This design comes from an exercise in tuning for small area, a short achievable clock period and few clock cycles per item on the open sky130 flow, not from production work. Function was not checked in any run shown here: the RTL went through the layout flow alone. Power is estimated from default activity; no workload was simulated.

[design/flow/config.mk]
export PLATFORM = sky130hd
export DESIGN_NAME = RGB2YUV
export DESIGN_NICKNAME = RGB2YUV
export VERILOG_FILES = /design/flow/design.v
export SDC_FILE = /design/flow/constraint.sdc
export NUM_CORES = 4
export LEC_CHECK = 0
export CAP_MARGIN = 20
export CORE_MARGIN = 2
export CORE_UTILIZATION = 40
export SLEW_MARGIN = 20
export SYNTH_HIERARCHICAL = 1
export SYNTH_MINIMUM_KEEP_SIZE = 0
[design/flow/constraint.sdc]
create_clock -name core_clock -period 10.0 [get_ports {clk}]
set_input_delay 2.0000 -clock core_clock [delete_from_list [all_inputs] [get_ports {clk}]]
set_output_delay 2.0000 -clock core_clock [all_outputs]
set_load 0.01 [all_outputs]
[design/flow/design.v]
`timescale 1ns/1ps
module RGB2YUV (start, clk, rst_n, inportR, inportG, inportB, done, outportY, outportU, outportV);
	input start, clk, rst_n;
	input [8:0] inportR, inportG, inportB;
	output done;
	output reg [8:0] outportY, outportU, outportV;
	wire [8:0] y, u, v;
	wire n_inportR_0 = ~inportR[0];
	wire n_inportR_1 = ~inportR[1];
	wire n_inportR_2 = ~inportR[2];
	wire n_inportR_3 = ~inportR[3];
	wire n_inportR_4 = ~inportR[4];
	wire n_inportR_5 = ~inportR[5];
	wire n_inportR_6 = ~inportR[6];
	wire n_inportR_7 = ~inportR[7];
	wire s1;
	wire c2;
	FA fa_s1 (.a(inportR[2]), .b(inportR[0]), .c(n_inportR_4), .s(s1), .co(c2));
	wire s3;
	wire c4;
	FA fa_s3 (.a(inportR[3]), .b(inportR[1]), .c(n_inportR_5), .s(s3), .co(c4));
	wire g5;
	assign g5 = n_inportR_0 & 1'b1;
	wire g6;
	assign g6 = n_inportR_0 | 1'b1;
	wire g7;
	assign g7 = n_inportR_2 & inportR[0];
	wire g8;
	assign g8 = n_inportR_2 | inportR[0];
	wire g9;
	assign g9 = n_inportR_3 & inportR[1];
	wire g10;
	assign g10 = n_inportR_3 | inportR[1];
	wire g11;
	assign g11 = c2 & s3;
	wire g12;
	assign g12 = c2 | s3;
	wire g13;
	assign g13 = n_inportR_1 & g5;
	wire g14;
	assign g14 = n_inportR_1 & g6;
	wire g15;
	assign g15 = g8 & n_inportR_1;
	wire g16;
	assign g16 = g9 | (g10 & g7);
	wire g17;
	assign g17 = g10 & g8;
	wire g18;
	assign g18 = s1 & g9;
	wire g19;
	assign g19 = s1 & g10;
	wire g20;
	assign g20 = g12 & s1;
	wire g21;
	assign g21 = g7 | (g15 & g5);
	wire g22;
	assign g22 = g16 | (g17 & g13);
	wire g23;
	assign g23 = g17 & g14;
	wire g24;
	assign g24 = g18 | (g19 & g7);
	wire g25;
	assign g25 = g19 & g15;
	wire g26;
	assign g26 = g11 | (g20 & g16);
	wire g27;
	assign g27 = g20 & g17;
	wire g28;
	assign g28 = g24 | (g25 & g5);
	wire g29;
	assign g29 = g26 | (g27 & g13);
	wire n_inportG_0 = ~inportG[0];
	wire n_inportG_1 = ~inportG[1];
	wire n_inportG_2 = ~inportG[2];
	wire n_inportG_3 = ~inportG[3];
	wire n_inportG_4 = ~inportG[4];
	wire n_inportG_5 = ~inportG[5];
	wire n_inportG_6 = ~inportG[6];
	wire n_inportG_7 = ~inportG[7];
	wire s30;
	wire c31;
	FA fa_s30 (.a(1'b1), .b(n_inportG_2), .c(n_inportG_0), .s(s30), .co(c31));
	wire s32;
	wire c33;
	FA fa_s32 (.a(n_inportG_3), .b(n_inportG_1), .c(c31), .s(s32), .co(c33));
	wire s34;
	wire c35;
	FA fa_s34 (.a(inportG[0]), .b(n_inportG_4), .c(n_inportG_2), .s(s34), .co(c35));
	wire s36;
	wire c37;
	FA fa_s36 (.a(inportG[1]), .b(n_inportG_5), .c(n_inportG_3), .s(s36), .co(c37));
	wire s38;
	wire c39;
	FA fa_s38 (.a(inportG[2]), .b(inportG[0]), .c(n_inportG_6), .s(s38), .co(c39));
	wire s40;
	wire c41;
	FA fa_s40 (.a(n_inportG_4), .b(c37), .c(s38), .s(s40), .co(c41));
	wire g42;
	assign g42 = n_inportG_0 & 1'b1;
	wire g43;
	assign g43 = n_inportG_0 | 1'b1;
	wire g44;
	assign g44 = c33 & s34;
	wire g45;
	assign g45 = c33 | s34;
	wire g46;
	assign g46 = c35 & s36;
	wire g47;
	assign g47 = c35 | s36;
	wire g48;
	assign g48 = n_inportG_1 & g42;
	wire g49;
	assign g49 = n_inportG_1 & g43;
	wire g50;
	assign g50 = s30 & n_inportG_1;
	wire g51;
	assign g51 = s32 & s30;
	wire g52;
	assign g52 = g45 & s32;
	wire g53;
	assign g53 = g46 | (g47 & g44);
	wire g54;
	assign g54 = g47 & g45;
	wire g55;
	assign g55 = s40 & g46;
	wire g56;
	assign g56 = s40 & g47;
	wire g57;
	assign g57 = g50 & g42;
	wire g58;
	assign g58 = g51 & g48;
	wire g59;
	assign g59 = g51 & g49;
	wire g60;
	assign g60 = g52 & g50;
	wire g61;
	assign g61 = g54 & g51;
	wire g62;
	assign g62 = g55 | (g56 & g44);
	wire g63;
	assign g63 = g56 & g52;
	wire g64;
	assign g64 = g44 | (g60 & g42);
	wire g65;
	assign g65 = g53 | (g61 & g48);
	wire g66;
	assign g66 = g62 | (g63 & g57);
	wire n_inportB_0 = ~inportB[0];
	wire n_inportB_1 = ~inportB[1];
	wire n_inportB_2 = ~inportB[2];
	wire n_inportB_3 = ~inportB[3];
	wire n_inportB_4 = ~inportB[4];
	wire n_inportB_5 = ~inportB[5];
	wire n_inportB_6 = ~inportB[6];
	wire n_inportB_7 = ~inportB[7];
	wire s67;
	wire c68;
	FA fa_s67 (.a(inportB[2]), .b(1'b1), .c(n_inportB_0), .s(s67), .co(c68));
	wire s69;
	wire c70;
	FA fa_s69 (.a(inportB[3]), .b(n_inportB_1), .c(c68), .s(s69), .co(c70));
	wire s71;
	wire c72;
	FA fa_s71 (.a(inportB[4]), .b(n_inportB_2), .c(c70), .s(s71), .co(c72));
	wire s73;
	wire c74;
	FA fa_s73 (.a(inportB[5]), .b(inportB[0]), .c(n_inportB_3), .s(s73), .co(c74));
	wire s75;
	wire c76;
	FA fa_s75 (.a(inportB[6]), .b(inportB[1]), .c(n_inportB_4), .s(s75), .co(c76));
	wire s77;
	wire c78;
	FA fa_s77 (.a(inportB[7]), .b(inportB[2]), .c(n_inportB_5), .s(s77), .co(c78));
	wire g79;
	assign g79 = c72 & s73;
	wire g80;
	assign g80 = c72 | s73;
	wire g81;
	assign g81 = c74 & s75;
	wire g82;
	assign g82 = c74 | s75;
	wire g83;
	assign g83 = c76 & s77;
	wire g84;
	assign g84 = c76 | s77;
	wire g85;
	assign g85 = inportB[1] & inportB[0];
	wire g86;
	assign g86 = s67 & inportB[1];
	wire g87;
	assign g87 = s69 & s67;
	wire g88;
	assign g88 = s71 & s69;
	wire g89;
	assign g89 = g80 & s71;
	wire g90;
	assign g90 = g81 | (g82 & g79);
	wire g91;
	assign g91 = g82 & g80;
	wire g92;
	assign g92 = g83 | (g84 & g81);
	wire g93;
	assign g93 = g84 & g82;
	wire g94;
	assign g94 = g87 & g85;
	wire g95;
	assign g95 = g88 & g86;
	wire g96;
	assign g96 = g89 & g87;
	wire g97;
	assign g97 = g91 & g88;
	wire g98;
	assign g98 = g92 | (g93 & g79);
	wire g99;
	assign g99 = g93 & g89;
	wire g100;
	assign g100 = g99 & g94;
	wire [8:0] sg_y;
	function [8:0] f_y;
		input [2:0] s;
		case (s)
			3'd0: f_y = 9'd494;
			3'd1: f_y = 9'd418;
			3'd2: f_y = 9'd344;
			3'd3: f_y = 9'd268;
			3'd4: f_y = 9'd465;
			3'd5: f_y = 9'd389;
			3'd6: f_y = 9'd315;
			3'd7: f_y = 9'd239;
			default: f_y = 9'd0;
		endcase
	endfunction
	assign sg_y = f_y({inportB[8], inportG[8], inportR[8]});
	wire s101;
	wire c102;
	FA fa_s101 (.a(inportR[4]), .b(inportR[2]), .c(inportG[3]), .s(s101), .co(c102));
	wire s103;
	wire c104;
	FA fa_s103 (.a(inportG[1]), .b(inportB[3]), .c(n_inportR_6), .s(s103), .co(c104));
	wire s105;
	wire c106;
	FA fa_s105 (.a(n_inportG_7), .b(n_inportG_5), .c(n_inportB_6), .s(s105), .co(c106));
	wire s107;
	wire c108;
	FA fa_s107 (.a(sg_y[0]), .b(c4), .c(c39), .s(s107), .co(c108));
	wire s109;
	wire c110;
	FA fa_s109 (.a(c78), .b(s101), .c(s103), .s(s109), .co(c110));
	wire s111;
	wire c112;
	FA fa_s111 (.a(s105), .b(s107), .c(c41), .s(s111), .co(c112));
	wire s113;
	wire c114;
	FA fa_s113 (.a(s109), .b(g29), .c(s111), .s(s113), .co(c114));
	wire s115;
	wire c116;
	FA fa_s115 (.a(g66), .b(g98), .c(s113), .s(s115), .co(c116));
	wire s117;
	wire c118;
	FA fa_s117 (.a(inportR[5]), .b(inportR[3]), .c(inportG[4]), .s(s117), .co(c118));
	wire s119;
	wire c120;
	FA fa_s119 (.a(inportG[2]), .b(inportB[4]), .c(n_inportR_7), .s(s119), .co(c120));
	wire s121;
	wire c122;
	FA fa_s121 (.a(n_inportG_6), .b(n_inportB_7), .c(sg_y[1]), .s(s121), .co(c122));
	wire s123;
	wire c124;
	FA fa_s123 (.a(c102), .b(c104), .c(c106), .s(s123), .co(c124));
	wire s125;
	wire c126;
	FA fa_s125 (.a(s117), .b(s119), .c(s121), .s(s125), .co(c126));
	wire s127;
	wire c128;
	FA fa_s127 (.a(c108), .b(s123), .c(c110), .s(s127), .co(c128));
	wire s129;
	wire c130;
	FA fa_s129 (.a(s125), .b(c112), .c(s127), .s(s129), .co(c130));
	wire s131;
	wire c132;
	FA fa_s131 (.a(c114), .b(s129), .c(c116), .s(s131), .co(c132));
	wire s133;
	wire c134;
	FA fa_s133 (.a(inportR[6]), .b(inportR[4]), .c(inportG[5]), .s(s133), .co(c134));
	wire s135;
	wire c136;
	FA fa_s135 (.a(inportG[3]), .b(inportB[5]), .c(n_inportG_7), .s(s135), .co(c136));
	wire s137;
	wire c138;
	FA fa_s137 (.a(sg_y[2]), .b(c118), .c(c120), .s(s137), .co(c138));
	wire s139;
	wire c140;
	FA fa_s139 (.a(s133), .b(s135), .c(c122), .s(s139), .co(c140));
	wire s141;
	wire c142;
	FA fa_s141 (.a(c124), .b(s137), .c(s139), .s(s141), .co(c142));
	wire s143;
	wire c144;
	FA fa_s143 (.a(c126), .b(c128), .c(s141), .s(s143), .co(c144));
	wire s145;
	wire c146;
	FA fa_s145 (.a(c130), .b(s143), .c(c132), .s(s145), .co(c146));
	wire s147;
	wire c148;
	FA fa_s147 (.a(inportR[7]), .b(inportR[5]), .c(inportG[6]), .s(s147), .co(c148));
	wire s149;
	wire c150;
	FA fa_s149 (.a(inportG[4]), .b(inportB[6]), .c(sg_y[3]), .s(s149), .co(c150));
	wire s151;
	wire c152;
	FA fa_s151 (.a(c134), .b(c136), .c(s147), .s(s151), .co(c152));
	wire s153;
	wire c154;
	FA fa_s153 (.a(s149), .b(c138), .c(s151), .s(s153), .co(c154));
	wire s155;
	wire c156;
	FA fa_s155 (.a(c140), .b(s153), .c(c142), .s(s155), .co(c156));
	wire s157;
	wire c158;
	FA fa_s157 (.a(c144), .b(s155), .c(c146), .s(s157), .co(c158));
	wire s159;
	wire c160;
	FA fa_s159 (.a(inportR[6]), .b(inportG[7]), .c(inportG[5]), .s(s159), .co(c160));
	wire s161;
	wire c162;
	FA fa_s161 (.a(inportB[7]), .b(sg_y[4]), .c(c148), .s(s161), .co(c162));
	wire s163;
	wire c164;
	FA fa_s163 (.a(s159), .b(c150), .c(c152), .s(s163), .co(c164));
	wire s165;
	wire c166;
	FA fa_s165 (.a(s161), .b(c154), .c(s163), .s(s165), .co(c166));
	wire s167;
	wire c168;
	FA fa_s167 (.a(s165), .b(c156), .c(c158), .s(s167), .co(c168));
	wire s169;
	wire c170;
	FA fa_s169 (.a(inportR[7]), .b(inportG[6]), .c(sg_y[5]), .s(s169), .co(c170));
	wire s171;
	wire c172;
	FA fa_s171 (.a(c160), .b(c162), .c(s169), .s(s171), .co(c172));
	wire s173;
	wire c174;
	FA fa_s173 (.a(c164), .b(s171), .c(c166), .s(s173), .co(c174));
	wire s175;
	wire c176;
	FA fa_s175 (.a(inportG[7]), .b(sg_y[6]), .c(c170), .s(s175), .co(c176));
	wire s177;
	wire c178;
	FA fa_s177 (.a(s175), .b(c172), .c(c174), .s(s177), .co(c178));
	wire s179;
	wire c180;
	FA fa_s179 (.a(sg_y[7]), .b(c176), .c(c178), .s(s179), .co(c180));
	wire g181;
	assign g181 = c168 & s173;
	wire g182;
	assign g182 = c168 | s173;
	wire g183;
	assign g183 = s131 & s115;
	wire g184;
	assign g184 = s145 & s131;
	wire g185;
	assign g185 = s157 & s145;
	wire g186;
	assign g186 = s167 & s157;
	wire g187;
	assign g187 = g182 & s167;
	wire g188;
	assign g188 = s177 & g181;
	wire g189;
	assign g189 = s177 & g182;
	wire g190;
	assign g190 = s179 & s177;
	wire g191;
	assign g191 = g185 & g183;
	wire g192;
	assign g192 = g186 & g184;
	wire g193;
	assign g193 = g187 & g185;
	wire g194;
	assign g194 = g189 & g186;
	wire g195;
	assign g195 = g190 & g181;
	wire g196;
	assign g196 = g190 & g187;
	wire g197;
	assign g197 = g196 & g191;
	assign y = {(sg_y[8] ^ c180 ^ g195), (s179 ^ g188), (s177 ^ g181), (c168 ^ s173), (s167), (s157), (s145), (s131), (s115)};
	wire s198;
	wire c199;
	FA fa_s198 (.a(inportR[4]), .b(inportR[2]), .c(inportR[0]), .s(s198), .co(c199));
	wire s200;
	wire c201;
	FA fa_s200 (.a(inportR[5]), .b(inportR[3]), .c(inportR[1]), .s(s200), .co(c201));
	wire s202;
	wire c203;
	FA fa_s202 (.a(inportR[6]), .b(inportR[4]), .c(inportR[2]), .s(s202), .co(c203));
	wire s204;
	wire c205;
	FA fa_s204 (.a(1'b1), .b(n_inportR_0), .c(c201), .s(s204), .co(c205));
	wire s206;
	wire c207;
	FA fa_s206 (.a(inportR[7]), .b(inportR[5]), .c(inportR[3]), .s(s206), .co(c207));
	wire s208;
	wire c209;
	FA fa_s208 (.a(n_inportR_1), .b(c203), .c(s206), .s(s208), .co(c209));
	wire g210;
	assign g210 = inportR[2] & inportR[0];
	wire g211;
	assign g211 = inportR[2] | inportR[0];
	wire g212;
	assign g212 = inportR[3] & inportR[1];
	wire g213;
	assign g213 = inportR[3] | inportR[1];
	wire g214;
	assign g214 = c199 & s200;
	wire g215;
	assign g215 = c199 | s200;
	wire g216;
	assign g216 = s202 & s204;
	wire g217;
	assign g217 = s202 | s204;
	wire g218;
	assign g218 = c205 & s208;
	wire g219;
	assign g219 = c205 | s208;
	wire g220;
	assign g220 = inportR[1] & inportR[0];
	wire g221;
	assign g221 = g211 & inportR[1];
	wire g222;
	assign g222 = g212 | (g213 & g210);
	wire g223;
	assign g223 = g213 & g211;
	wire g224;
	assign g224 = s198 & g212;
	wire g225;
	assign g225 = s198 & g213;
	wire g226;
	assign g226 = g215 & s198;
	wire g227;
	assign g227 = g216 | (g217 & g214);
	wire g228;
	assign g228 = g217 & g215;
	wire g229;
	assign g229 = g218 | (g219 & g216);
	wire g230;
	assign g230 = g219 & g217;
	wire g231;
	assign g231 = g223 & g220;
	wire g232;
	assign g232 = g224 | (g225 & g210);
	wire g233;
	assign g233 = g225 & g221;
	wire g234;
	assign g234 = g214 | (g226 & g222);
	wire g235;
	assign g235 = g226 & g223;
	wire g236;
	assign g236 = g227 | (g228 & g224);
	wire g237;
	assign g237 = g228 & g225;
	wire g238;
	assign g238 = g229 | (g230 & g214);
	wire g239;
	assign g239 = g230 & g226;
	wire g240;
	assign g240 = g236 | (g237 & g210);
	wire g241;
	assign g241 = g238 | (g239 & g222);
	wire g242;
	assign g242 = g239 & g231;
	wire s243;
	wire c244;
	FA fa_s243 (.a(1'b1), .b(n_inportG_2), .c(n_inportG_0), .s(s243), .co(c244));
	wire s245;
	wire c246;
	FA fa_s245 (.a(n_inportG_3), .b(n_inportG_1), .c(c244), .s(s245), .co(c246));
	wire s247;
	wire c248;
	FA fa_s247 (.a(1'b1), .b(n_inportG_4), .c(n_inportG_2), .s(s247), .co(c248));
	wire s249;
	wire c250;
	FA fa_s249 (.a(n_inportG_0), .b(s247), .c(c246), .s(s249), .co(c250));
	wire s251;
	wire c252;
	FA fa_s251 (.a(n_inportG_5), .b(n_inportG_3), .c(n_inportG_1), .s(s251), .co(c252));
	wire s253;
	wire c254;
	FA fa_s253 (.a(c248), .b(s251), .c(c250), .s(s253), .co(c254));
	wire g255;
	assign g255 = n_inportG_0 & 1'b1;
	wire g256;
	assign g256 = n_inportG_0 | 1'b1;
	wire g257;
	assign g257 = n_inportG_1 & g255;
	wire g258;
	assign g258 = n_inportG_1 & g256;
	wire g259;
	assign g259 = s243 & n_inportG_1;
	wire g260;
	assign g260 = s245 & s243;
	wire g261;
	assign g261 = s249 & s245;
	wire g262;
	assign g262 = s253 & s249;
	wire g263;
	assign g263 = g259 & g255;
	wire g264;
	assign g264 = g260 & g257;
	wire g265;
	assign g265 = g260 & g258;
	wire g266;
	assign g266 = g261 & g259;
	wire g267;
	assign g267 = g262 & g260;
	wire g268;
	assign g268 = g266 & g255;
	wire g269;
	assign g269 = g267 & g257;
	wire [8:0] sg_u;
	function [8:0] f_u;
		input [2:0] s;
		case (s)
			3'd0: f_u = 9'd492;
			3'd1: f_u = 9'd364;
			3'd2: f_u = 9'd23;
			3'd3: f_u = 9'd407;
			3'd4: f_u = 9'd64;
			3'd5: f_u = 9'd448;
			3'd6: f_u = 9'd107;
			3'd7: f_u = 9'd491;
			default: f_u = 9'd0;
		endcase
	endfunction
	assign sg_u = f_u({inportG[8], inportR[8], inportB[8]});
	wire s270;
	wire c271;
	FA fa_s270 (.a(inportB[1]), .b(inportR[6]), .c(inportR[4]), .s(s270), .co(c271));
	wire s272;
	wire c273;
	FA fa_s272 (.a(n_inportR_2), .b(n_inportG_6), .c(n_inportG_4), .s(s272), .co(c273));
	wire s274;
	wire c275;
	FA fa_s274 (.a(n_inportG_2), .b(sg_u[0]), .c(c207), .s(s274), .co(c275));
	wire s276;
	wire c277;
	FA fa_s276 (.a(c252), .b(s270), .c(s272), .s(s276), .co(c277));
	wire s278;
	wire c279;
	FA fa_s278 (.a(c209), .b(s274), .c(s276), .s(s278), .co(c279));
	wire s280;
	wire c281;
	FA fa_s280 (.a(s278), .b(c254), .c(g241), .s(s280), .co(c281));
	wire s282;
	wire c283;
	FA fa_s282 (.a(inportB[2]), .b(inportR[7]), .c(inportR[5]), .s(s282), .co(c283));
	wire s284;
	wire c285;
	FA fa_s284 (.a(n_inportR_3), .b(n_inportG_7), .c(n_inportG_5), .s(s284), .co(c285));
	wire s286;
	wire c287;
	FA fa_s286 (.a(n_inportG_3), .b(sg_u[1]), .c(c271), .s(s286), .co(c287));
	wire s288;
	wire c289;
	FA fa_s288 (.a(c273), .b(s282), .c(s284), .s(s288), .co(c289));
	wire s290;
	wire c291;
	FA fa_s290 (.a(c275), .b(s286), .c(c277), .s(s290), .co(c291));
	wire s292;
	wire c293;
	FA fa_s292 (.a(s288), .b(c279), .c(s290), .s(s292), .co(c293));
	wire s294;
	wire c295;
	FA fa_s294 (.a(inportB[3]), .b(inportR[6]), .c(n_inportR_4), .s(s294), .co(c295));
	wire s296;
	wire c297;
	FA fa_s296 (.a(n_inportG_6), .b(n_inportG_4), .c(sg_u[2]), .s(s296), .co(c297));
	wire s298;
	wire c299;
	FA fa_s298 (.a(c283), .b(c285), .c(s294), .s(s298), .co(c299));
	wire s300;
	wire c301;
	FA fa_s300 (.a(c287), .b(s296), .c(c289), .s(s300), .co(c301));
	wire s302;
	wire c303;
	FA fa_s302 (.a(s298), .b(c291), .c(s300), .s(s302), .co(c303));
	wire s304;
	wire c305;
	FA fa_s304 (.a(inportB[4]), .b(inportR[7]), .c(n_inportR_5), .s(s304), .co(c305));
	wire s306;
	wire c307;
	FA fa_s306 (.a(n_inportG_7), .b(n_inportG_5), .c(sg_u[3]), .s(s306), .co(c307));
	wire s308;
	wire c309;
	FA fa_s308 (.a(c295), .b(s304), .c(c297), .s(s308), .co(c309));
	wire s310;
	wire c311;
	FA fa_s310 (.a(s306), .b(c299), .c(s308), .s(s310), .co(c311));
	wire s312;
	wire c313;
	FA fa_s312 (.a(c301), .b(s310), .c(c303), .s(s312), .co(c313));
	wire s314;
	wire c315;
	FA fa_s314 (.a(inportB[5]), .b(n_inportR_6), .c(n_inportG_6), .s(s314), .co(c315));
	wire s316;
	wire c317;
	FA fa_s316 (.a(sg_u[4]), .b(c305), .c(s314), .s(s316), .co(c317));
	wire s318;
	wire c319;
	FA fa_s318 (.a(c307), .b(s316), .c(c309), .s(s318), .co(c319));
	wire s320;
	wire c321;
	FA fa_s320 (.a(c311), .b(s318), .c(c313), .s(s320), .co(c321));
	wire s322;
	wire c323;
	FA fa_s322 (.a(inportB[6]), .b(n_inportR_7), .c(n_inportG_7), .s(s322), .co(c323));
	wire s324;
	wire c325;
	FA fa_s324 (.a(sg_u[5]), .b(c315), .c(s322), .s(s324), .co(c325));
	wire s326;
	wire c327;
	FA fa_s326 (.a(c317), .b(s324), .c(c319), .s(s326), .co(c327));
	wire s328;
	wire c329;
	FA fa_s328 (.a(inportB[7]), .b(sg_u[6]), .c(c323), .s(s328), .co(c329));
	wire s330;
	wire c331;
	FA fa_s330 (.a(s328), .b(c325), .c(c327), .s(s330), .co(c331));
	wire s332;
	wire c333;
	FA fa_s332 (.a(sg_u[7]), .b(c329), .c(c331), .s(s332), .co(c333));
	wire g334;
	assign g334 = g269 & s280;
	wire g335;
	assign g335 = g269 | s280;
	wire g336;
	assign g336 = c281 & s292;
	wire g337;
	assign g337 = c281 | s292;
	wire g338;
	assign g338 = c293 & s302;
	wire g339;
	assign g339 = c293 | s302;
	wire g340;
	assign g340 = c321 & s326;
	wire g341;
	assign g341 = c321 | s326;
	wire g342;
	assign g342 = g336 | (g337 & g334);
	wire g343;
	assign g343 = g337 & g335;
	wire g344;
	assign g344 = g338 | (g339 & g336);
	wire g345;
	assign g345 = g339 & g337;
	wire g346;
	assign g346 = s312 & g338;
	wire g347;
	assign g347 = s312 & g339;
	wire g348;
	assign g348 = s320 & s312;
	wire g349;
	assign g349 = g341 & s320;
	wire g350;
	assign g350 = s330 & g340;
	wire g351;
	assign g351 = s330 & g341;
	wire g352;
	assign g352 = s332 & s330;
	wire g353;
	assign g353 = g344 | (g345 & g334);
	wire g354;
	assign g354 = g346 | (g347 & g342);
	wire g355;
	assign g355 = g347 & g343;
	wire g356;
	assign g356 = g348 & g344;
	wire g357;
	assign g357 = g348 & g345;
	wire g358;
	assign g358 = g340 | (g349 & g346);
	wire g359;
	assign g359 = g349 & g347;
	wire g360;
	assign g360 = g351 & g348;
	wire g361;
	assign g361 = g352 & g340;
	wire g362;
	assign g362 = g352 & g349;
	wire g363;
	assign g363 = g356 | (g357 & g334);
	wire g364;
	assign g364 = g358 | (g359 & g342);
	wire g365;
	assign g365 = g350 | (g360 & g353);
	wire g366;
	assign g366 = g361 | (g362 & g354);
	wire g367;
	assign g367 = g362 & g355;
	assign u = {(sg_u[8] ^ c333 ^ g366), (s332 ^ g365), (s330 ^ g364), (c321 ^ s326 ^ g363), (s320 ^ g354), (s312 ^ g353), (c293 ^ s302 ^ g342), (c281 ^ s292 ^ g334), (g269 ^ s280)};
	wire s368;
	wire c369;
	FA fa_s368 (.a(inportG[4]), .b(inportG[2]), .c(inportG[0]), .s(s368), .co(c369));
	wire s370;
	wire c371;
	FA fa_s370 (.a(inportG[5]), .b(inportG[3]), .c(inportG[1]), .s(s370), .co(c371));
	wire s372;
	wire c373;
	FA fa_s372 (.a(inportG[6]), .b(inportG[4]), .c(inportG[2]), .s(s372), .co(c373));
	wire s374;
	wire c375;
	FA fa_s374 (.a(inportG[7]), .b(inportG[5]), .c(inportG[3]), .s(s374), .co(c375));
	wire s376;
	wire c377;
	FA fa_s376 (.a(1'b1), .b(n_inportG_0), .c(c373), .s(s376), .co(c377));
	wire g378;
	assign g378 = inportG[2] & inportG[0];
	wire g379;
	assign g379 = inportG[2] | inportG[0];
	wire g380;
	assign g380 = inportG[3] & inportG[1];
	wire g381;
	assign g381 = inportG[3] | inportG[1];
	wire g382;
	assign g382 = c369 & s370;
	wire g383;
	assign g383 = c369 | s370;
	wire g384;
	assign g384 = c371 & s372;
	wire g385;
	assign g385 = c371 | s372;
	wire g386;
	assign g386 = s374 & s376;
	wire g387;
	assign g387 = s374 | s376;
	wire g388;
	assign g388 = inportG[1] & inportG[0];
	wire g389;
	assign g389 = g379 & inportG[1];
	wire g390;
	assign g390 = g380 | (g381 & g378);
	wire g391;
	assign g391 = g381 & g379;
	wire g392;
	assign g392 = s368 & g380;
	wire g393;
	assign g393 = s368 & g381;
	wire g394;
	assign g394 = g383 & s368;
	wire g395;
	assign g395 = g384 | (g385 & g382);
	wire g396;
	assign g396 = g385 & g383;
	wire g397;
	assign g397 = g386 | (g387 & g384);
	wire g398;
	assign g398 = g387 & g385;
	wire g399;
	assign g399 = g391 & g388;
	wire g400;
	assign g400 = g392 | (g393 & g378);
	wire g401;
	assign g401 = g393 & g389;
	wire g402;
	assign g402 = g382 | (g394 & g390);
	wire g403;
	assign g403 = g394 & g391;
	wire g404;
	assign g404 = g395 | (g396 & g392);
	wire g405;
	assign g405 = g396 & g393;
	wire g406;
	assign g406 = g397 | (g398 & g382);
	wire g407;
	assign g407 = g398 & g394;
	wire g408;
	assign g408 = g404 | (g405 & g378);
	wire g409;
	assign g409 = g406 | (g407 & g390);
	wire g410;
	assign g410 = g407 & g399;
	wire s411;
	wire c412;
	FA fa_s411 (.a(1'b1), .b(n_inportB_2), .c(n_inportB_0), .s(s411), .co(c412));
	wire s413;
	wire c414;
	FA fa_s413 (.a(n_inportB_3), .b(n_inportB_1), .c(c412), .s(s413), .co(c414));
	wire s415;
	wire c416;
	FA fa_s415 (.a(n_inportB_4), .b(n_inportB_2), .c(c414), .s(s415), .co(c416));
	wire s417;
	wire c418;
	FA fa_s417 (.a(n_inportB_5), .b(n_inportB_3), .c(c416), .s(s417), .co(c418));
	wire g419;
	assign g419 = n_inportB_0 & 1'b1;
	wire g420;
	assign g420 = n_inportB_0 | 1'b1;
	wire g421;
	assign g421 = n_inportB_1 & g419;
	wire g422;
	assign g422 = n_inportB_1 & g420;
	wire g423;
	assign g423 = s411 & n_inportB_1;
	wire g424;
	assign g424 = s413 & s411;
	wire g425;
	assign g425 = s415 & s413;
	wire g426;
	assign g426 = s417 & s415;
	wire g427;
	assign g427 = g423 & g419;
	wire g428;
	assign g428 = g424 & g421;
	wire g429;
	assign g429 = g424 & g422;
	wire g430;
	assign g430 = g425 & g423;
	wire g431;
	assign g431 = g426 & g424;
	wire g432;
	assign g432 = g430 & g419;
	wire g433;
	assign g433 = g431 & g421;
	wire [8:0] sg_v;
	function [8:0] f_v;
		input [2:0] s;
		case (s)
			3'd0: f_v = 9'd492;
			3'd1: f_v = 9'd364;
			3'd2: f_v = 9'd87;
			3'd3: f_v = 9'd471;
			3'd4: f_v = 9'd0;
			3'd5: f_v = 9'd384;
			3'd6: f_v = 9'd107;
			3'd7: f_v = 9'd491;
			default: f_v = 9'd0;
		endcase
	endfunction
	assign sg_v = f_v({inportB[8], inportG[8], inportR[8]});
	wire s434;
	wire c435;
	FA fa_s434 (.a(inportR[1]), .b(inportG[6]), .c(inportG[4]), .s(s434), .co(c435));
	wire s436;
	wire c437;
	FA fa_s436 (.a(n_inportG_1), .b(n_inportB_6), .c(n_inportB_4), .s(s436), .co(c437));
	wire s438;
	wire c439;
	FA fa_s438 (.a(sg_v[0]), .b(c375), .c(s434), .s(s438), .co(c439));
	wire s440;
	wire c441;
	FA fa_s440 (.a(s436), .b(c377), .c(s438), .s(s440), .co(c441));
	wire s442;
	wire c443;
	FA fa_s442 (.a(s440), .b(g409), .c(c418), .s(s442), .co(c443));
	wire s444;
	wire c445;
	FA fa_s444 (.a(inportR[2]), .b(inportG[7]), .c(inportG[5]), .s(s444), .co(c445));
	wire s446;
	wire c447;
	FA fa_s446 (.a(n_inportG_2), .b(n_inportB_7), .c(n_inportB_5), .s(s446), .co(c447));
	wire s448;
	wire c449;
	FA fa_s448 (.a(sg_v[1]), .b(c435), .c(c437), .s(s448), .co(c449));
	wire s450;
	wire c451;
	FA fa_s450 (.a(s444), .b(s446), .c(c439), .s(s450), .co(c451));
	wire s452;
	wire c453;
	FA fa_s452 (.a(s448), .b(c441), .c(s450), .s(s452), .co(c453));
	wire s454;
	wire c455;
	FA fa_s454 (.a(inportR[3]), .b(inportG[6]), .c(n_inportG_3), .s(s454), .co(c455));
	wire s456;
	wire c457;
	FA fa_s456 (.a(n_inportB_6), .b(sg_v[2]), .c(c445), .s(s456), .co(c457));
	wire s458;
	wire c459;
	FA fa_s458 (.a(c447), .b(s454), .c(c449), .s(s458), .co(c459));
	wire s460;
	wire c461;
	FA fa_s460 (.a(s456), .b(c451), .c(s458), .s(s460), .co(c461));
	wire s462;
	wire c463;
	FA fa_s462 (.a(inportR[4]), .b(inportG[7]), .c(n_inportG_4), .s(s462), .co(c463));
	wire s464;
	wire c465;
	FA fa_s464 (.a(n_inportB_7), .b(sg_v[3]), .c(c455), .s(s464), .co(c465));
	wire s466;
	wire c467;
	FA fa_s466 (.a(s462), .b(c457), .c(s464), .s(s466), .co(c467));
	wire s468;
	wire c469;
	FA fa_s468 (.a(c459), .b(s466), .c(c461), .s(s468), .co(c469));
	wire s470;
	wire c471;
	FA fa_s470 (.a(inportR[5]), .b(n_inportG_5), .c(sg_v[4]), .s(s470), .co(c471));
	wire s472;
	wire c473;
	FA fa_s472 (.a(c463), .b(s470), .c(c465), .s(s472), .co(c473));
	wire s474;
	wire c475;
	FA fa_s474 (.a(c467), .b(s472), .c(c469), .s(s474), .co(c475));
	wire s476;
	wire c477;
	FA fa_s476 (.a(inportR[6]), .b(n_inportG_6), .c(sg_v[5]), .s(s476), .co(c477));
	wire s478;
	wire c479;
	FA fa_s478 (.a(c471), .b(s476), .c(c473), .s(s478), .co(c479));
	wire s480;
	wire c481;
	FA fa_s480 (.a(inportR[7]), .b(n_inportG_7), .c(sg_v[6]), .s(s480), .co(c481));
	wire s482;
	wire c483;
	FA fa_s482 (.a(c477), .b(s480), .c(c479), .s(s482), .co(c483));
	wire s484;
	wire c485;
	FA fa_s484 (.a(sg_v[7]), .b(c481), .c(c483), .s(s484), .co(c485));
	wire g486;
	assign g486 = g433 & s442;
	wire g487;
	assign g487 = g433 | s442;
	wire g488;
	assign g488 = c443 & s452;
	wire g489;
	assign g489 = c443 | s452;
	wire g490;
	assign g490 = c453 & s460;
	wire g491;
	assign g491 = c453 | s460;
	wire g492;
	assign g492 = c475 & s478;
	wire g493;
	assign g493 = c475 | s478;
	wire g494;
	assign g494 = g488 | (g489 & g486);
	wire g495;
	assign g495 = g489 & g487;
	wire g496;
	assign g496 = g490 | (g491 & g488);
	wire g497;
	assign g497 = g491 & g489;
	wire g498;
	assign g498 = s468 & g490;
	wire g499;
	assign g499 = s468 & g491;
	wire g500;
	assign g500 = s474 & s468;
	wire g501;
	assign g501 = g493 & s474;
	wire g502;
	assign g502 = s482 & g492;
	wire g503;
	assign g503 = s482 & g493;
	wire g504;
	assign g504 = s484 & s482;
	wire g505;
	assign g505 = g496 | (g497 & g486);
	wire g506;
	assign g506 = g498 | (g499 & g494);
	wire g507;
	assign g507 = g499 & g495;
	wire g508;
	assign g508 = g500 & g496;
	wire g509;
	assign g509 = g500 & g497;
	wire g510;
	assign g510 = g492 | (g501 & g498);
	wire g511;
	assign g511 = g501 & g499;
	wire g512;
	assign g512 = g503 & g500;
	wire g513;
	assign g513 = g504 & g492;
	wire g514;
	assign g514 = g504 & g501;
	wire g515;
	assign g515 = g508 | (g509 & g486);
	wire g516;
	assign g516 = g510 | (g511 & g494);
	wire g517;
	assign g517 = g502 | (g512 & g505);
	wire g518;
	assign g518 = g513 | (g514 & g506);
	wire g519;
	assign g519 = g514 & g507;
	assign v = {(sg_v[8] ^ c485 ^ g518), (s484 ^ g517), (s482 ^ g516), (c475 ^ s478 ^ g515), (s474 ^ g506), (s468 ^ g505), (c453 ^ s460 ^ g494), (c443 ^ s452 ^ g486), (g433 ^ s442)};
	assign done = start;
	always @(posedge clk or negedge rst_n) begin
		if (!rst_n) begin
			outportY <= 9'd0;
			outportU <= 9'd0;
			outportV <= 9'd0;
		end else if (start) begin
			outportY <= y;
			outportU <= u;
			outportV <= v;
		end
	end
endmodule
module FA (a, b, c, s, co);
	input a, b, c;
	output s, co;
	assign s = a ^ b ^ c;
	assign co = (a & b) | (a & c) | (b & c);
endmodule
[design/flow/run.sh]
#!/bin/bash
# synth_recipe.tcl (not shown) runs the flow's synth.tcl, then flattens the netlist and writes it again
# the make line also repeats each setting of config.mk as NAME=value (left out here)
make -C /OpenROAD-flow-scripts/flow DESIGN_CONFIG=/design/flow/config.mk WORK_HOME=/design/flow/orfs CLKGATE_MAP_FILE= SYNTH_SCRIPT=/design/flow/synth_recipe.tcl finish
==> results of run 1 <==
## stage by stage
| stage | cell area [um2] | cells | hold slack [ns] | power (mW) | setup slack (ns) |
|---|---|---|---|---|---|
| after CTS | 5644 | 585 | 0.5144 | 1.361 | 2.468 |
| after global routing | 5644 | 585 | 0.5421 | 1.497 | 2.274 |
| final | 5644 | 585 | 0.5112 | 1.325 | 2.512 |
| after floorplan | 4841 | 383 | 0.5511 | 0.8960 | 3.272 |
| after global placement | 5562 | 581 | 0.4920 | 1.223 | 2.250 |
| after detailed placement | 5562 | 581 | 0.4951 | 1.246 | 2.168 |
## final cells by class
type	instances	share of cell area [%]
multi-input combinational	302	70.03
sequential	27	11.97
timing repair buffer	58	10.15
tap	147	3.259
inverter	47	3.126
clock buffer	3	1.330
clock inverter	1	0.1330
## kinds of logic (layout without fill, tap and decap cells)
| kind of cell | Yosys count | count (layout) | share of synthesized area [%] |
|---|---|---|---|
| xor+xnor | 17 | 17 | 3.090 |
| buf+inv | 54 | 109 | 4.414 |
| other cells | 1 | 7 | 0.07783 |
| mux | 19 | 19 | 4.388 |
| compound gates | 49 | 49 | 6.388 |
| flops | 27 | 27 | 14.02 |
| fa+ha+maj | 162 | 162 | 63.00 |
| simple gates | 48 | 48 | 4.622 |
## worst paths after layout
check / startpoint / end / slack (ns) / depth (start not counted)
min in group asynchronous: rst_n / outportV[3] / 2.10 / 2
worst min register to register: outportY[1] / outportY[1] / 0.51 / 1
worst max-delay path: inportG[2] / outportY[6] / 2.51 / 17
worst min-delay path: outportY[1] / outportY[1] / 0.51 / 1
worst max register to register: outportU[7] / outportU[7] / 9.24 / 2
max in group asynchronous: rst_n / outportU[2] / 7.61 / 2
## per-layer routing
layer / vias to the layer above / part of all wire, % / GRT usage (%)
li1: 1311 / - / -
met1: 1618 / 41 / 25.38
met2: 87 / 51 / 30.82
met3: 21 / 4.9 / 3.560
met4: 0 / 3.1 / 7.236
met5: - / 0 / 0
## layout by cell type, fill, tap and decap left out, types with 3 or more instances in the layout
master / synthesis / layout
dfrtp_1: 27 / 27
nor3_1: 6 / 6
ha_1: 24 / 24
clkdlybuf4s50_1: 0 / 56
inv_1: 47 / 47
o21ai_0: 8 / 8
nand3_1: 4 / 4
o2111ai_1: 3 / 3
mux2_2: 17 / 17
xor2_1: 6 / 6
fa_1: 135 / 135
xnor2_1: 11 / 11
nand2_1: 9 / 9
conb_1: 1 / 7
nand4_1: 3 / 3
nand2b_1: 3 / 3
a21oi_1: 20 / 20
clkbuf_16: 0 / 3
nor2_1: 18 / 18
## per-module statistics from Yosys (local to each module, per instance)
module	flip-flops and latches	times used	area [um2]
RGB2YUV	27	1	2156
FA	0	133	20.02
## cell usage after synthesis
master,n
o21bai_1,2
o211a_1,1
nand3_1,4
buf_4,2
nand2_1,9
xor2_1,6
a211oi_1,1
o21ai_1,1
fa_1,135
o2111ai_1,3
a21o_1,2
a221oi_1,2
nand2b_1,3
nor2_1,18
a211o_1,1
nor2b_1,1
a21oi_2,2
nor3_1,6
maj3_1,1
o21ai_0,8
ha_1,24
a31oi_1,2
o21a_1,2
maj3_2,2
a21oi_1,20
o31ai_1,1
nor2b_2,1
mux2_2,17
or3_1,2
dfrtp_1,27
mux2i_1,2
nand4_1,3
and2_1,1
xnor2_1,11
inv_1,47
conb_1,1
clkbuf_1,3
a222oi_1,1
buf_2,2
## worst register-to-register path, stage by stage (launching register included)
cell     delay [ns]
dfrtp_1        0.39
o21ai_0        0.14
nand3_1        0.11
## sequential cells by signal, summed over array words and instances (netlist names)
signal / count
outportY: 9
outportV: 9
outportU: 9
## power breakdown
group          internal [mW]  switching (mW)
sequential             0.172          0.0294
combinational          0.526           0.498
clock                 0.0547          0.0441
total                  0.753           0.571
==> results by group, run 1 <==
Outcome
  • Status: finished clean

STA
  • Final period util: 74.88%
  • Endpoints failing hold: 0
  • Slew @ Worst Pin: around 0.81 ns
  • Final min period: between 7 and 8 ns
  • Number of max-slew violations in the final report: 0
  • Setup_tns: 0 ns
  • Relative max-transition margin: a little under half
  • Clock skew: 0 ns
  • Final setup fails: 0
  • RSZ-0062 raised after global routing: no
  • FMAX: 133.6 MHz

Yosys
  • Share of the synthesized area in the top cell type: 56.09%
  • Unique masters post-synth: 39
  • Area contributors post-synth: fa_1 (56%), dfrtp_1 (14%), ha_1 (6.2%), mux2_2 (4.0%), inv_1 (3.7%)
  • Sequential element share of the synthesized area: 14.02%
  • Mapped Cells: about 380
  • Syn Area/Cell: 12.78 um2
  • Synth area leader: fa_1
  • Yosys warns: 7
  • #FFs+latches synth: 27
  • Mapped Area: 0.004818 mm2

Finish
  • P&R area growth vs syn: 17.14%
  • FILL cells: 1,049
  • Multi-input logic area: 0.003953 mm2
  • Finished Core Util: 47.58%
  • Fin nets: ~630
  • Layout cells sized above 1: 6.393%
  • Antenna cells: 0
  • Sequential cell area: 675.6 um2

Die
  • Die H: 113.8 um
  • Initial core utilization: between 40% and 50%
  • Die W: 113.8 um
  • Die area: around 0.013 mm2
  • Ports: between 50 and 60
  • Core area: 0.01186 mm2
  • Rows: 40

Worst setup path
  • Top cell by count, worst path: fa_1
  • WP buf/inv: 2
  • Kind of critical path: in2reg
  • CP Data Arrival Time: about 7.7 ns
  • Worst EP required: 10.17 ns
  • CP Max Fanout: 7
  • Crit-path cells: clkdlybuf4s50_1 > inv_1 > fa_1 > fa_1 > nand2_1 > nor3_1 > maj3_2 > maj3_2 > and2_1 > fa_1 > fa_1 > fa_1 > fa_1 > fa_1 > ha_1 > ha_1 > mux2_2
  • Slowest-stage cell, CP: clkdlybuf4s50_1
  • Crit-path leading delay family: adder cells
  • Crit-path max cell delay: 0.74 ns
  • Crit path launch type: input pin
  • Setup crit end kind: register

Routing
  • Initial DRC Count: between 90 and 100
  • Detailed Route WL: 10.41 mm
  • DRC errors left: 0
  • Final ANT Viol Nets: 0
  • Vias: 3,037
  • Vias per std cell: 5.191
  • Pre-Repair DR Iteration Count: 4
  • Drt wl/cell: around 18 um

GRT
  • Gr ovfl total: 0
  • Initial antenna violation count: 0
  • Pin count of the biggest net entering global routing: 44
  • Vias in the first global route: 3,668
  • First-pass GRT wire length: 18.69 mm
  • Gr usage total: between 10% and 20%

Power
  • Power per cell area: 234.7 mW/mm2
  • P_leak: 2.335 nW
  • Peak supply drop: 0.1580 mV

Flow run
  • Max-cap viol count: 0

Clock tree
  • CTS Buf Count: 3
  • Post-CTS resize count: 0
  • H-tree depth: 1
  • Clock latency on the worst-skew pair: around 0.28 ns
  • Clock root buffer: clkbuf_16
  • Hold_buf cts: 0
  • Postcts setup bufs: 0
  • Clock Tree Buf Depth: 2
  • CTS tree: done
  • Clock sink count: 27
  • CTS clk-pin slew, worst paths: 0.07 ns

Placed design
  • GPL Wtd Cong: 0.8909
  • PortBufs: 57
  • Post-detail-place hpwl: 9.162 mm

Worst hold path
  • Hold crit path type: reg2reg
==> inputs of run 2 (changes only) <==
--- a/design/flow/config.mk
+++ b/design/flow/config.mk
@@ -7,7 +7,7 @@
 export LEC_CHECK = 0
 export CAP_MARGIN = 20
 export CORE_MARGIN = 2
-export CORE_UTILIZATION = 40
+export CORE_UTILIZATION = 70
 export SLEW_MARGIN = 20
 export SYNTH_HIERARCHICAL = 1
 export SYNTH_MINIMUM_KEEP_SIZE = 0
==> run 2 against run 1 <==
Clock skew did not move. Design area fell by 2.1%. Non-clock buffer count did not move. First-iteration DRC count rose by 37%. Critical path type unchanged. Die area fell by 42%. Critical path depth fell by 3. Worst setup slack improved by 0.030 ns. Clock power fell by 38%.
==> results by group, run 2 <==
Worst setup path
  • Worst EP required: 10.16 ns
  • Kind of critical path: in2reg
  • Critical path depth: 14
  • Crit path launch type: input pin
  • FF-to-FF path depth: 2
  • Crit-path cells: clkdlybuf4s50_1 > inv_1 > fa_1 > fa_1 > fa_1 > fa_1 > fa_1 > fa_1 > fa_1 > fa_1 > fa_1 > ha_1 > ha_1 > mux2_2
  • Setup crit end kind: register
  • Slowest-stage cell, CP: clkdlybuf4s50_1
  • CP Launch Point: inportG[6]
  • CP Max Fanout: 6
  • WP buf/inv: 2
  • Crit-path leading delay family: adder cells
  • CP Data Arrival Time: 7.62 ns
  • Top cell by count, worst path: fa_1
  • Crit-path max cell delay: around 0.72 ns
  • FF-to-FF Start: outportU[7]

Clock tree
  • CTS tree: done
  • CTS Buf Count: 3
  • Clock sink count: 27
  • Clock latency on the worst-skew pair: 0.27 ns
  • CTS clk-pin slew, worst paths: 0.09 ns
  • Clock Tree Buf Depth: 2
  • Clock root buffer: clkbuf_8
  • Post-CTS resize count: 0
  • H-tree depth: 1
  • Hold_buf cts: 0
  • Postcts setup bufs: 0

Yosys
  • Post-synth top cells: fa_1 (135), inv_1 (47), dfrtp_1 (27), ha_1 (24), a21oi_1 (20)
  • Mapped Cells: between 300 and 400
  • #FFs+latches synth: 27
  • Sequential element share of the synthesized area: between 10% and 20%
  • Area contributors post-synth: fa_1 (56%), dfrtp_1 (14%), ha_1 (6.2%), mux2_2 (4.0%), inv_1 (3.7%)
  • Unique masters post-synth: 39
  • Syn Area/Cell: 12.78 um2
  • Share of the synthesized area in the top cell type: 56.09%
  • Synth area leader: fa_1
  • Post-synth EDFFs: 0
  • Synth Flop Type: dfrtp_1
  • Mapped Area: 0.004818 mm2
  • Count leader, synth: fa_1
  • Ys async rst share: 100.0%
  • Yosys warns: 7

Finish
  • Top Registers: outportU x9, outportV x9, outportY x9
  • Sequential cell area: 675.6 um2
  • Antenna cells: 0
  • P&R area growth vs syn: 14.65%
  • FILL cells: 399
  • Most common cell after layout, fill and taps aside: fa_1
  • Fin nets: 628
  • Highest-count cells in the layout ignoring fill and taps: fa_1 (135), clkdlybuf4s50_1 (56), inv_1 (47)
  • Fin area: between 0.005 and 0.006 mm2
  • Layout cells sized above 1: under 10%
  • Multi-input logic area: 0.003953 mm2

Worst hold path
  • Hold path depth: 1
  • Hold_sp: outportY[4]
  • Hold crit path type: reg2reg

Power
  • Peak supply drop: ~0.19 mV
  • Power per cell area: 236.1 mW/mm2
  • P_leak: 2.324 nW

GRT
  • First-pass GRT wire length: 17.88 mm
  • Gr usage total: 32.26%
  • Initial antenna violation count: 0
  • Pin count of the biggest net entering global routing: 44
  • Gr ovfl total: 0
  • Vias in the first global route: 3,644

STA
  • FMAX: about 130 MHz
  • Fin Hold WS: ~0.5 ns
  • RSZ-0062 raised after global routing: no
  • Endpoints failing hold: 0
  • Number of max-slew violations in the final report: 0
  • Slew @ Worst Pin: between 0.5 and 0.6 ns
  • Final min period: around 7.5 ns
  • Final setup fails: 0
  • Final period util: about three quarters
  • Clock skew: 0 ns
  • Relative max-transition margin: between 60% and 70%
  • Setup_tns: 0 ns

Placed design
  • PortBufs: 57
  • Post-detail-place hpwl: around 9 mm
  • GPL Wtd Cong: approximately 0.92
  • Area after DPL: 0.005478 mm2

Outcome
  • Status: finished clean

Die
  • Core area: 0.006719 mm2
  • Die area: between 0.007 and 0.008 mm2
  • Rows: 30
  • Die W: 86.97 um
  • Die H: just under 90 um
  • Ports: 58
  • Initial core utilization: 71.71%

Routing
  • Detailed Route WL: between 10 and 15 mm
  • Initial DRC Count: 127
  • Vias: 3,009
  • Drt wl/cell: 19.91 um
  • Pre-Repair DR Iteration Count: 4
  • Final ANT Viol Nets: 0
  • Vias per std cell: ~5.8
  • DRC errors left: 0

Flow run
  • Max-cap viol count: 0
-- run 2: cell counts after synthesis --
Identical to the previous run, type by type.
-- run 2: Yosys stat by module, one instance, submodules excluded --
module | flip-flops and latches | copies in the design | cells | cell area (um2)
FA | 0 | 133 | 1 | 20.02
RGB2YUV | 27 | 1 | 244 | 2156
-- run 2: final timing paths --
kind	to	slack [ns]
setup / recovery	outportY[6]	2.54
hold / removal	outportY[4]	0.51
setup reg to reg	outportU[7]	9.22
hold reg to reg	outportY[4]	0.51
max in group asynchronous	outportY[7]	7.89
min in group asynchronous	outportU[2]	1.72
-- run 2: worst reg2reg max path, delay by kind of cell, from the launching register on --
family / cells / cell delay (ns)
flops: 1 / 0.41
compound gates: 1 / 0.16
simple gates: 1 / 0.10
-- run 2: logic make-up (layout without fill, tap and decap cells) --
| logic type | count (synthesis) | count (layout) | synth area share, % |
|---|---|---|---|
| multiplexers | 19 | 19 | 4.388 |
| buffers and inverters | 54 | 109 | 4.414 |
| flip-flops | 27 | 27 | 14.02 |
| AO/OA/AOI/OAI | 49 | 49 | 6.388 |
| AND/OR/NAND/NOR | 48 | 48 | 4.622 |
| other | 1 | 7 | 0.07783 |
| XOR/XNOR | 17 | 17 | 3.090 |
| adder cells (fa/ha/maj) | 162 | 162 | 63.00 |
-- run 2: final cells by class --
type,count,area share (%)
Tap cell,80,1.812
Multi-Input combinational cell,302,71.55
Clock buffer,3,0.7475
Inverter,47,3.194
Clock inverter,1,0.09060
Sequential cell,27,12.23
Timing Repair Buffer,58,10.37
-- run 2: metrics by stage --
| step | std cells | worst slack (ns) | util, % | total power [mW] |
|---|---|---|---|---|
| after floorplan | 383 | 3.272 | - | 0.8960 |
| after global placement | 514 | 2.300 | 81.60 | 1.205 |
| after detailed placement | 514 | 2.207 | 81.53 | 1.255 |
| after CTS | 518 | 2.504 | 82.22 | 1.323 |
| after global routing | 518 | 2.355 | 82.22 | 1.448 |
| final | 518 | 2.542 | 82.22 | 1.304 |
-- run 2: power breakdown --
group / total [mW] / switching, mW / internal [mW]
Clock: 0.0615 / 0.0336 / 0.0279
Combinational: 1.04 / 0.517 / 0.523
Sequential: 0.203 / 0.0310 / 0.172
-- run 2: per-layer routing --
layer  global-route usage (%)  share of wire (%)  up-vias  wire (um)
li1                         -                  -     1320          -
met1                    41.30                 37     1574       3863
met2                    59.13                 56       94       5755
met3                    3.886                4.5       21        467
met4                    7.386                2.2        0        228
met5                        0                  0        -          0
==> inputs of run 3 (changes only) <==
--- a/design/flow/config.mk
+++ b/design/flow/config.mk
@@ -8,6 +8,7 @@
 export CAP_MARGIN = 20
 export CORE_MARGIN = 2
 export CORE_UTILIZATION = 70
+export SETUP_SLACK_MARGIN = 3
 export SLEW_MARGIN = 20
 export SYNTH_HIERARCHICAL = 1
 export SYNTH_MINIMUM_KEEP_SIZE = 0
==> run 3 against run 2 <==
Largest power group unchanged. Largest cell class unchanged. Still clean. Power hardly changed. Wire length is 0.56% higher. Worst hold slack better by 0.00060 ns. Critical path type unchanged.
==> results by group, run 3 <==
Outcome
  • Status: finished clean

Worst setup path
  • Setup crit end kind: register
  • CP Data Arrival Time: 7.03 ns
  • Slowest-stage cell, CP: fa_1
  • Kind of critical path: in2reg
  • Top cell by count, worst path: fa_1
  • Worst EP required: 10.16 ns
  • Crit-path leading delay family: adder cells
  • Crit-path max cell delay: about 0.55 ns
  • Crit-path cells: clkdlybuf4s15_1 > clkinvlp_4 > fa_1 > fa_1 > fa_1 > fa_1 > fa_1 > fa_1 > fa_1 > fa_1 > ha_1 > ha_1 > mux2_2
  • WP buf/inv: 2
  • Crit path launch type: input pin
  • CP Max Fanout: 6

Placed design
  • Post-detail-place hpwl: 9.215 mm
  • PortBufs: 57
  • GPL Wtd Cong: 0.9164
  • Dpl cells: around 500

Yosys
  • Mapped Cells: 377
  • Mapped Area: between 0.004 and 0.005 mm2
  • Count leader, synth: fa_1
  • Sequential element share of the synthesized area: 14.02%
  • Area contributors post-synth: fa_1 (56%), dfrtp_1 (14%), ha_1 (6.2%), mux2_2 (4.0%), inv_1 (3.7%)
  • Syn Area/Cell: 12.78 um2
  • Synth Flop Type: dfrtp_1
  • Post-synth EDFFs: 0
  • Yosys warns: 7
  • Post-synth top cells: fa_1 (135), inv_1 (47), dfrtp_1 (27), ha_1 (24), a21oi_1 (20)
  • Unique masters post-synth: 39
  • Share of the synthesized area in the top cell type: 56.09%
  • Synth area leader: fa_1
  • Ys async rst share: 100.0%
  • #FFs+latches synth: 27

Finish
  • Fin cells: 520
  • Highest-count cells in the layout ignoring fill and taps: fa_1 (134), inv_1 (42), clkdlybuf4s50_1 (35)
  • P&R area growth vs syn: 14.65%
  • Layout cells sized above 1: 10.23%
  • Top Registers: outportU x9, outportV x9, outportY x9
  • Fin nets: 630
  • Most common cell after layout, fill and taps aside: fa_1
  • Finished Core Util: 82.22%
  • Antenna cells: 0

Routing
  • Vias: 3,033
  • Final ANT Viol Nets: 0
  • Drt wl/cell: 19.95 um
  • Detailed Route WL: 10.37 mm
  • Initial DRC Count: between 150 and 200
  • Pre-Repair DR Iteration Count: 4
  • DRC errors left: 0
  • Vias per std cell: 5.833

GRT
  • Vias in the first global route: 3,636
  • Initial antenna violation count: 0
  • First-pass GRT wire length: approximately 18 mm
  • Gr ovfl total: 0
  • Gr usage total: about a third
  • Pin count of the biggest net entering global routing: 44

Clock tree
  • Clock root buffer: clkbuf_8
  • Hold_buf cts: 0
  • CTS clk-pin slew, worst paths: 0.09 ns
  • CTS tree: done
  • Clock latency on the worst-skew pair: between 0.2 and 0.3 ns
  • H-tree depth: 1
  • Clock Tree Buf Depth: 2
  • Clock sink count: 27
  • CTS Buf Count: 3

Die
  • Die H: 86.97 um
  • Die W: 86.97 um
  • Core area: roughly 0.0067 mm2
  • Initial core utilization: 71.71%
  • Rows: 30
  • Die area: about 0.0076 mm2
  • Ports: a little under 60

STA
  • Relative max-transition margin: 60.78%
  • Endpoints failing hold: 0
  • Final setup fails: 0
  • Final period util: 68.63%
  • Final min period: between 6 and 7 ns
  • RSZ-0062 raised after global routing: no
  • FMAX: 145.7 MHz
  • Setup_tns: 0 ns
  • Slew @ Worst Pin: 0.5883 ns
  • Clock skew: 0 ns
  • Number of max-slew violations in the final report: 0

Power
  • Post-route total power: 1.304 mW
  • Peak supply drop: 0.1886 mV
  • P_leak: 2.368 nW
  • Power per cell area: 236.1 mW/mm2

Flow run
  • Max-cap viol count: 0

Worst hold path
  • Hold crit path type: reg2reg
-- run 3: cell counts after synthesis --
No cell type changed its count.
-- run 3: path summary, 6_finish.rpt --
| kind | from | to | slack (ns) | cells past startpoint |
|---|---|---|---|---|
| max | inportG[7] | outportY[6] | 3.14 | 13 |
| min | outportY[4] | outportY[4] | 0.51 | 1 |
| max reg2reg | outportY[3] | outportY[3] | 9.23 | 1 |
| min reg2reg | outportY[4] | outportY[4] | 0.51 | 1 |
| max in group asynchronous | rst_n | outportU[7] | 7.90 | 1 |
| min in group asynchronous | rst_n | outportU[2] | 1.72 | 1 |
-- run 3: power breakdown --
part	switching, mW	internal [mW]
sequential	0.0307	0.172
combinational	0.517	0.523
clock	0.0333	0.0279
-- run 3: cell families (layout without fill, tap and decap cells) --
kind of cell / after synthesis / after routing / synth area share (%)
AOI/OAI and AO/OA: 49 / 49 / 6.388
xor gates and xnor gates: 17 / 17 / 3.090
adders and majority gates: 162 / 162 / 63.00
buffers and inverters: 54 / 111 / 4.414
DFF: 27 / 27 / 14.02
muxes: 19 / 19 / 4.388
other: 1 / 7 / 0.07783
and+or+nand+nor: 48 / 48 / 4.622
-- run 3: per-layer routing --
layer	share of wire (%)	wire (um)	GRT usage (%)	vias to the layer above
met5	0	0	0	-
met4	2.5	259	7.813	0
met3	4.3	444	4.076	23
met2	56	5780	58.99	96
met1	37	3889	41.37	1593
li1	-	-	-	1321
-- run 3: per-stage QoR --
| stage | area [um2] | hold slack [ns] | worst slack [ns] |
|---|---|---|---|
| 2_1_floorplan | 4841 | 0.5511 | 3.272 |
| 3_3_place_gp | 5483 | 0.4912 | 2.300 |
| 5_1_grt | 5524 | 0.5387 | 3.007 |
| 6_report | 5524 | 0.5140 | 3.137 |
| 3_5_place_dp | 5478 | 0.4961 | 2.207 |
| 4_1_cts | 5537 | 0.5207 | 3.001 |
-- run 3: layout make-up --
class | instances | area, um2
inverter | 47 | 183.9
fill | 402 | 1195
multi-input combinational | 302 | 3958
clock buffer | 3 | 41.29
sequential | 27 | 675.6
timing repair buffer | 60 | 560.5
clock inverter | 1 | 5.005
tap | 80 | 100.1
-- run 3: what timing repair did --
item                                    4_1_cts  5_1_grt
endpoints found under the setup margin        5        3
buffers inserted                              2        0
resized for setup                            30       17
-- run 3: modules after synthesis, one instance, submodules excluded --
module   area, um2  cells inside
RGB2YUV       2156           244
FA           20.02             1
==> inputs of run 4 (changes only) <==
--- a/design/flow/config.mk
+++ b/design/flow/config.mk
@@ -8,7 +8,7 @@
 export CAP_MARGIN = 20
 export CORE_MARGIN = 2
 export CORE_UTILIZATION = 70
-export SETUP_SLACK_MARGIN = 3
+export SETUP_SLACK_MARGIN = 5
 export SLEW_MARGIN = 20
 export SYNTH_HIERARCHICAL = 1
 export SYNTH_MINIMUM_KEEP_SIZE = 0
==> run 4 against run 3 <==
Non-clock buffer count grew 35. Flip-flop and latch count is the same. Critical endpoint unchanged. Wire length grew 52%. Design area grew 15%. Combinational power grew about 40%.
==> results by group, run 4 <==
STA
  • Final period util: 63.59%
  • Slew @ Worst Pin: 0.5781 ns
  • Setup_tns: 0 ns
  • Final min period: 6.359 ns
  • Number of max-slew violations in the final report: 0
  • Clock skew: 0 ns
  • Endpoints failing hold: 0
  • FMAX: roughly 160 MHz
  • Final setup fails: 0
  • RSZ-0062 raised after global routing: yes
  • Relative max-transition margin: about three fifths

GRT
  • Gr ovfl total: 0
  • GR Util met3: a little over 9%
  • First-pass GRT wire length: 21.34 mm
  • Gr usage total: 39.43%
  • Pin count of the biggest net entering global routing: 43
  • Vias in the first global route: 4,069
  • GRT met2 Usage: between 60% and 70%
  • Initial antenna violation count: 0
  • Gr busiest metal: met2
  • Met1 Usage GRT: 48.02%

Placed design
  • Area after DPL: 0.005630 mm2
  • PortBufs: 57
  • Post-detail-place hpwl: 9.152 mm
  • GPL Wtd Cong: slightly above 0.9

Routing
  • Vias: 3,759
  • Drt wl/cell: 28.50 um
  • Final ANT Viol Nets: 0
  • Pre-Repair DR Iteration Count: 5
  • Vias per std cell: between 6 and 7
  • Detailed Route WL: 15.82 mm
  • Initial DRC Count: roughly 350
  • DRC errors left: 0

Clock tree
  • Clock latency on the worst-skew pair: 0.28 ns
  • H-tree depth: 1
  • CTS clk-pin slew, worst paths: 0.12 ns
  • Clock Tree Buf Depth: 2
  • Clock sink count: 27
  • CTS Buf Count: 3
  • Clock root buffer: clkbuf_8
  • CTS tree: done

Worst setup path
  • Slowest-stage cell, CP: fa_1
  • Kind of critical path: in2reg
  • CP Data Arrival Time: 6.54 ns
  • Crit path launch type: input pin
  • FF-to-FF path depth: 2
  • Crit-path max cell delay: 0.57 ns
  • Worst EP required: 10.18 ns
  • CP Max Fanout: 5
  • Setup crit end kind: register
  • Top cell by count, worst path: fa_2
  • Crit-path cells: buf_12 > inv_6 > fa_2 > fa_1 > fa_1 > fa_1 > fa_2 > fa_2 > fa_2 > fa_2 > fa_2 > ha_4 > ha_4 > mux2_2

Die
  • Die area: 0.007563 mm2
  • Core area: 0.006719 mm2
  • Ports: 58
  • Die W: 86.97 um
  • Initial core utilization: between 70% and 80%
  • Die H: between 80 and 90 um
  • Rows: 30

Finish
  • Top Registers: outportU x9, outportV x9, outportY x9
  • Fin nets: 665
  • Layout cells sized above 1: 40.42%
  • FILL cells: 176
  • P&R area growth vs syn: 31.73%
  • Multi-input logic area: 0.004370 mm2
  • Highest-count cells in the layout ignoring fill and taps: fa_1 (88), fa_2 (47), buf_4 (31)
  • Fin area: around 0.0063 mm2
  • Sequential cell area: 675.6 um2
  • Antenna cells: 0
  • Most common cell after layout, fill and taps aside: fa_1

Yosys
  • Share of the synthesized area in the top cell type: 56.09%
  • Count leader, synth: fa_1
  • #FFs+latches synth: 27
  • Mapped Cells: roughly 380
  • Unique masters post-synth: 39
  • Synth Flop Type: dfrtp_1
  • Post-synth EDFFs: 0
  • Yosys warns: 7
  • Synth area leader: fa_1
  • Sequential element share of the synthesized area: about 14%
  • Ys async rst share: 100.0%
  • Mapped Area: between 0.004 and 0.005 mm2
  • Syn Area/Cell: 12.78 um2
  • Area contributors post-synth: fa_1 (56%), dfrtp_1 (14%), ha_1 (6.2%), mux2_2 (4.0%), inv_1 (3.7%)
  • Post-synth top cells: fa_1 (135), inv_1 (47), dfrtp_1 (27), ha_1 (24), a21oi_1 (20)

Worst hold path
  • Hold path depth: 1
  • Hold crit path type: reg2reg

Power
  • Power per cell area: 274.4 mW/mm2
  • P_leak: 2.521 nW
  • Post-route total power: 1.742 mW
  • Peak supply drop: 0.2410 mV

Flow run
  • Max-cap viol count: 0

Outcome
  • Status: finished clean
-- run 4: metrics by stage --
step / cells / worst slack (ns) / hold WS [ns] / utilization [%]
3_5_place_dp: 515 / 2.318 / 0.4934 / 83.80
2_1_floorplan: 383 / 3.516 / 0.5512 / -
4_1_cts: 541 / 3.766 / 0.5216 / 90.34
3_3_place_gp: 515 / 2.419 / 0.4875 / 83.80
6_report: 555 / 3.641 / 0.5234 / 94.47
5_1_grt: 555 / 3.528 / 0.5421 / 94.47
-- run 4: path summary, 6_finish.rpt --
kind	slack, ns	to	start
min reg2reg	0.52	outportV[1]	outportV[1]
max in group asynchronous	7.59	outportU[6]	rst_n
min	0.52	outportV[1]	outportV[1]
max	3.64	outportY[6]	inportR[5]
min in group asynchronous	2.10	outportV[0]	rst_n
max reg2reg	9.14	outportU[7]	outportU[7]
-- run 4: worst max-delay path, delay by kind of cell --
family	cells	cell delay, ns
muxes	1	0.26
buffers and inverters	2	0.14
adders and majority gates	11	4.14
-- run 4: cell families (layout without fill, tap and decap cells) --
family / after synthesis / after routing / synth area share (%)
compound gates: 49 / 49 / 6.388
fa+ha+maj: 162 / 162 / 63.00
mux: 19 / 19 / 4.388
buf+inv: 54 / 146 / 4.414
other cells: 1 / 7 / 0.07783
xor+xnor: 17 / 17 / 3.090
simple gates: 48 / 48 / 4.622
flops: 27 / 27 / 14.02
-- run 4: Yosys stat by module, one instance, submodules excluded --
module,flip-flops and latches,cells inside,times used,cell area (um2)
RGB2YUV,27,244,1,2156
FA,0,1,133,20.02
-- run 4: what timing repair did --
| action | 4_1_cts | 5_1_grt |
|---|---|---|
| gates resized for setup | 220 | 42 |
| hold buffers | 0 | 0 |
| hold endpoints to repair | 0 | 0 |
| pin swaps | 30 | 28 |
| setup buffers | 22 | 14 |
| endpoints found under the setup margin | 28 | 24 |
-- run 4: layout make-up --
class                           instances  area share [%]
Clock buffer                            3          0.6505
Multi-Input combinational cell        302           68.85
Clock inverter                          1          0.1183
Sequential cell                        27           10.64
Timing Repair Buffer                   95           14.65
Tap cell                               80           1.577
Inverter                               47           3.509
-- run 4: routing by layer --
metal  share of wire [%]  vias up
met5                   0        -
met4                 9.3        0
met3                  10      116
met2                  49      352
met1                  32     1894
li1                    -     1397
-- run 4: where the power goes --
| part | switching (mW) | internal (mW) |
|---|---|---|
| sequential | 0.0396 | 0.172 |
| clock | 0.0436 | 0.0284 |
| combinational | 0.714 | 0.744 |

[afterwards: timing with drivers on the ports]
The results above use ideal ports. As a check the final layouts listed here were re-extracted and re-timed, cells and wires unchanged. Step 1: set_driving_cell puts a clkbuf_16 on clk and a buf_2 on each other input, an assumption about the parent block. Step 2 times the ports against the registers' clock, not the clock port: input delays grow and output delays shrink by t, the midpoint of the rising clock arrivals with the driver on. Three values: ideal, step 1, step 2; two values: the first two.
| run | t, ns | slack for setup (ns) | worst register clock-pin slew, ns |
|---|---|---|---|
| run 1 | 0.311 | 2.512 / 2.513 / 2.201 | 0.07 / 0.07 |
| run 2 | 0.297 | 2.542 / 2.547 / 2.249 | 0.09 / 0.09 |
| run 3 | 0.297 | 3.137 / 3.130 / 2.833 | 0.09 / 0.09 |
| run 4 | 0.315 | 3.641 / 3.602 / 3.287 | 0.12 / 0.12 |
After both steps setup and hold are still met in every run listed. The setup slack of run 4, which loses most, moves by -0.039 ns with the drivers and by -0.354 ns with both steps.
